Context: an optimization exercise on an open-source flow, tuned for small area, a short achievable clock period and few clock cycles. The choices shown serve that exercise and are no tape-out recipe. At most, simulation tests tie the RTL to the original design; equivalence was not proved.

// mvm_top
module mvm_top (
    input  clk,
    input  rst,
    input  [63:0] i_vec_wdata,
    input  [2:0]  i_vec_waddr,
    input  i_vec_wen,
    input  [63:0] i_mat_wdata,
    input  [3:0]  i_mat_waddr,
    input  [1:0]  i_mat_wen,
    input  i_start,
    input  [2:0]  i_vec_start_addr,
    input  [3:0]  i_vec_num_words,
    input  [3:0]  i_mat_start_addr,
    input  [4:0]  i_mat_num_rows_per_olane,
    output o_busy,
    output [63:0] o_result,
    output o_valid
);
mvm u_mvm (
    .clk(clk),
    .rst(rst),
    .i_vec_wdata(i_vec_wdata),
    .i_vec_waddr(i_vec_waddr),
    .i_vec_wen(i_vec_wen),
    .i_mat_wdata(i_mat_wdata),
    .i_mat_waddr(i_mat_waddr),
    .i_mat_wen(i_mat_wen),
    .i_start(i_start),
    .i_vec_start_addr(i_vec_start_addr),
    .i_vec_num_words(i_vec_num_words),
    .i_mat_start_addr(i_mat_start_addr),
    .i_mat_num_rows_per_olane(i_mat_num_rows_per_olane),
    .o_busy(o_busy),
    .o_result(o_result),
    .o_valid(o_valid)
);
endmodule
Size in the first run: about 12000 cells after synthesis, roughly 220 I/O pins, roughly 0.19 sq mm of cells after synthesis.
==> flow/config.mk <==
export PLATFORM = sky130hd
export DESIGN_NAME = mvm_top
export DESIGN_NICKNAME = mvm_top
export VERILOG_FILES = /design/flow/design.v
export SDC_FILE = /design/flow/constraint.sdc
export NUM_CORES = 4
export LEC_CHECK = 0
export CAP_MARGIN = 20
export CORE_MARGIN = 2
export CORE_UTILIZATION = 40
export CTS_CLUSTER_DIAMETER = 100
export CTS_CLUSTER_SIZE = 24
export SETUP_SLACK_MARGIN = 2.6
export SLEW_MARGIN = 20
export SYNTH_HIERARCHICAL = 1
export SYNTH_MINIMUM_KEEP_SIZE = 0
==> flow/constraint.sdc <==
create_clock -name core_clock -period 5.3 [get_ports {clk}]
set_input_delay 1.0600 -clock core_clock [delete_from_list [all_inputs] [get_ports {clk}]]
set_output_delay 1.0600 -clock core_clock [all_outputs]
set_load 0.01 [all_outputs]
run.sh (not shown) runs the stock make flow with config.mk's settings and CLKGATE_MAP_FILE= SYNTH_SCRIPT=/design/flow/synth_recipe.tcl, a recipe that flattens the netlist after the stock synthesis.
Edit:
--- a/flow/config.mk
+++ b/flow/config.mk
@@ -11,2 +10,0 @@
-export CTS_CLUSTER_DIAMETER = 100
-export CTS_CLUSTER_SIZE = 24
What happened: The new run completed without violations. Clock skew goes down by 18 ps. Non-clock buffer count goes up by 1. Routed wire length goes up by 0.95%. Cell area goes up by 4.2%.
Function was not checked in any run of this note: the RTL went through the layout flow alone.


Another version of the RTL of mvm_top (not shown whole).
For scale: ~12000 cells after synthesis, roughly 190000 um2 of cells after synthesis.
clock: 5.3 ns
lec_check: 0
cap_margin: 20
core_margin: 2
core_utilization: 40
cts_cluster_diameter: 100
cts_cluster_size: 24
setup_slack_margin: 3.0
slew_margin: 20
synth_hierarchical: 1
synth_minimum_keep_size: 0
Testbench counts at the start, summed over its fixed seeds: cycles 13,267.
Rerun with:
- CAP_MARGIN: 20 -> 0
- SETUP_SLACK_MARGIN: 3.0 -> 2.9
- SLEW_MARGIN: 20 -> 0
After rerunning:
- The new run went through all stages and came out clean
- non-clock buffer count goes down by 76
- synthesized area is unchanged
- register-to-register slack loses 80 ps
- hold slack is better by 32 ps
- wire length hardly moves
- first-iteration DRC count went up slightly
- clock-buffer cell count came out lower by 4
- final cell count drops slightly
- clock skew drops by 17 ps
Rerun with:
- CAP_MARGIN: 0 -> 20
- PLACE_DENSITY: unset -> 0.75
- SLEW_MARGIN: 0 -> 20
Outcome:
- setup slack improved by 73 ps
- sequential cell count is unchanged
- register-to-register slack improved by 70 ps
- critical path depth climbs by 1
- global-route usage drops by 0.45 points
- synthesized area stays the same
- core utilization climbs by 0.21 points
- routed wire length drops by 0.73%
- cell area climbs by 0.48%
- hold slack got worse by 5.2 ps


rev 12:
Another version of the RTL of mvm_top (not shown whole).
Size: roughly 12000 cells after synthesis, roughly 220 I/O pins.
Design mvm_top, start of the top module:
module mvm_top (
    input  clk,
    input  rst,
    input  [63:0] i_vec_wdata,
    input  [2:0]  i_vec_waddr,
    input  i_vec_wen,
    input  [63:0] i_mat_wdata,
    input  [3:0]  i_mat_waddr,
    input  [1:0]  i_mat_wen,
    input  i_start,
    input  [2:0]  i_vec_start_addr,
    input  [3:0]  i_vec_num_words,
    input  [3:0]  i_mat_start_addr,
    input  [4:0]  i_mat_num_rows_per_olane,
    output o_busy,
    output [63:0] o_result,
    output o_valid
);
clock: 5.3 ns
lec_check: 0
cap_margin: 20
core_margin: 2
core_utilization: 40
cts_cluster_diameter: 100
cts_cluster_size: 24
setup_slack_margin: 2.7
slew_margin: 20
synth_hierarchical: 1
synth_minimum_keep_size: 0
Testbench counts of rev 12, summed over its fixed seeds: cycles 13,267.
Modified inputs, rev 13 compared to rev 12
- SETUP_SLACK_MARGIN: 2.7 -> 2.9
[summary]
- Total instance count after detailed placement across rev 12 and rev 13: no real change.
- When rev 13 is set beside rev 12, its fraction of area in multi-input gates turns out to be 0.17 points larger.
- [compare] base=rev 12 new=rev 13: final standard cell area without fillers moved up, worst setup timing slack at the placement stage level, area added between synthesis and finish moved up, overall via count from detail_route moved up.
- For the hold slack, rev 13 came in 59 ps higher than rev 12 did.
- The fraction of layout instances using a drive strength above 1 in rev 13 was higher than what rev 12 gave.
- Compared rev 13 vs rev 12, and average wire length per cell after detail routing is up in rev 13.

[static timing again, ports no longer ideal]
The flow's constraints put no driver on any port. The routed layouts listed below were extracted and timed again, unchanged, in two steps. Step 1, drivers: a clkbuf_16 drives clk and a buf_2 each remaining input, both assumed. Step 2 times the ports against the registers' clock, not the clock port: input delays grow and output delays shrink by t, the midpoint of the rising clock arrivals with the driver on. Three values: no drivers, after step 1, after step 2; two values: the first two.
| run | shift t [ns] | setup WS [ns] | worst setup path after step 2 | worst data-port slew with drivers (ns) |
|---|---|---|---|---|
| the first run of note 1 | 1.088 | 2.494 / 2.494 / 1.978 | input to register | 0.15 |
| the second run of note 1 | 1.124 | 2.519 / 2.442 / 2.004 | input to register | 0.16 |
| the first run of note 2 | 1.099 | 2.726 / 2.627 / 2.134 | input to register | 0.19 |
| the second run of note 2 | 1.091 | 2.642 / 2.638 / 2.094 | input to register | 0.19 |
| the third run of note 2 | 1.107 | 2.715 / 2.628 / 2.458 | input to register | 0.12 |
| rev 12 | 1.113 | 2.613 / 2.609 / 1.933 | input to register | 0.13 |
| rev 13 | 1.095 | 2.736 / 2.647 / 2.002 | input to register | 0.10 |
After both steps setup and hold are still met in every run listed. For rev 13, which loses most, drivers alone change the setup slack by -0.089 ns; drivers and shift together by -0.734 ns.
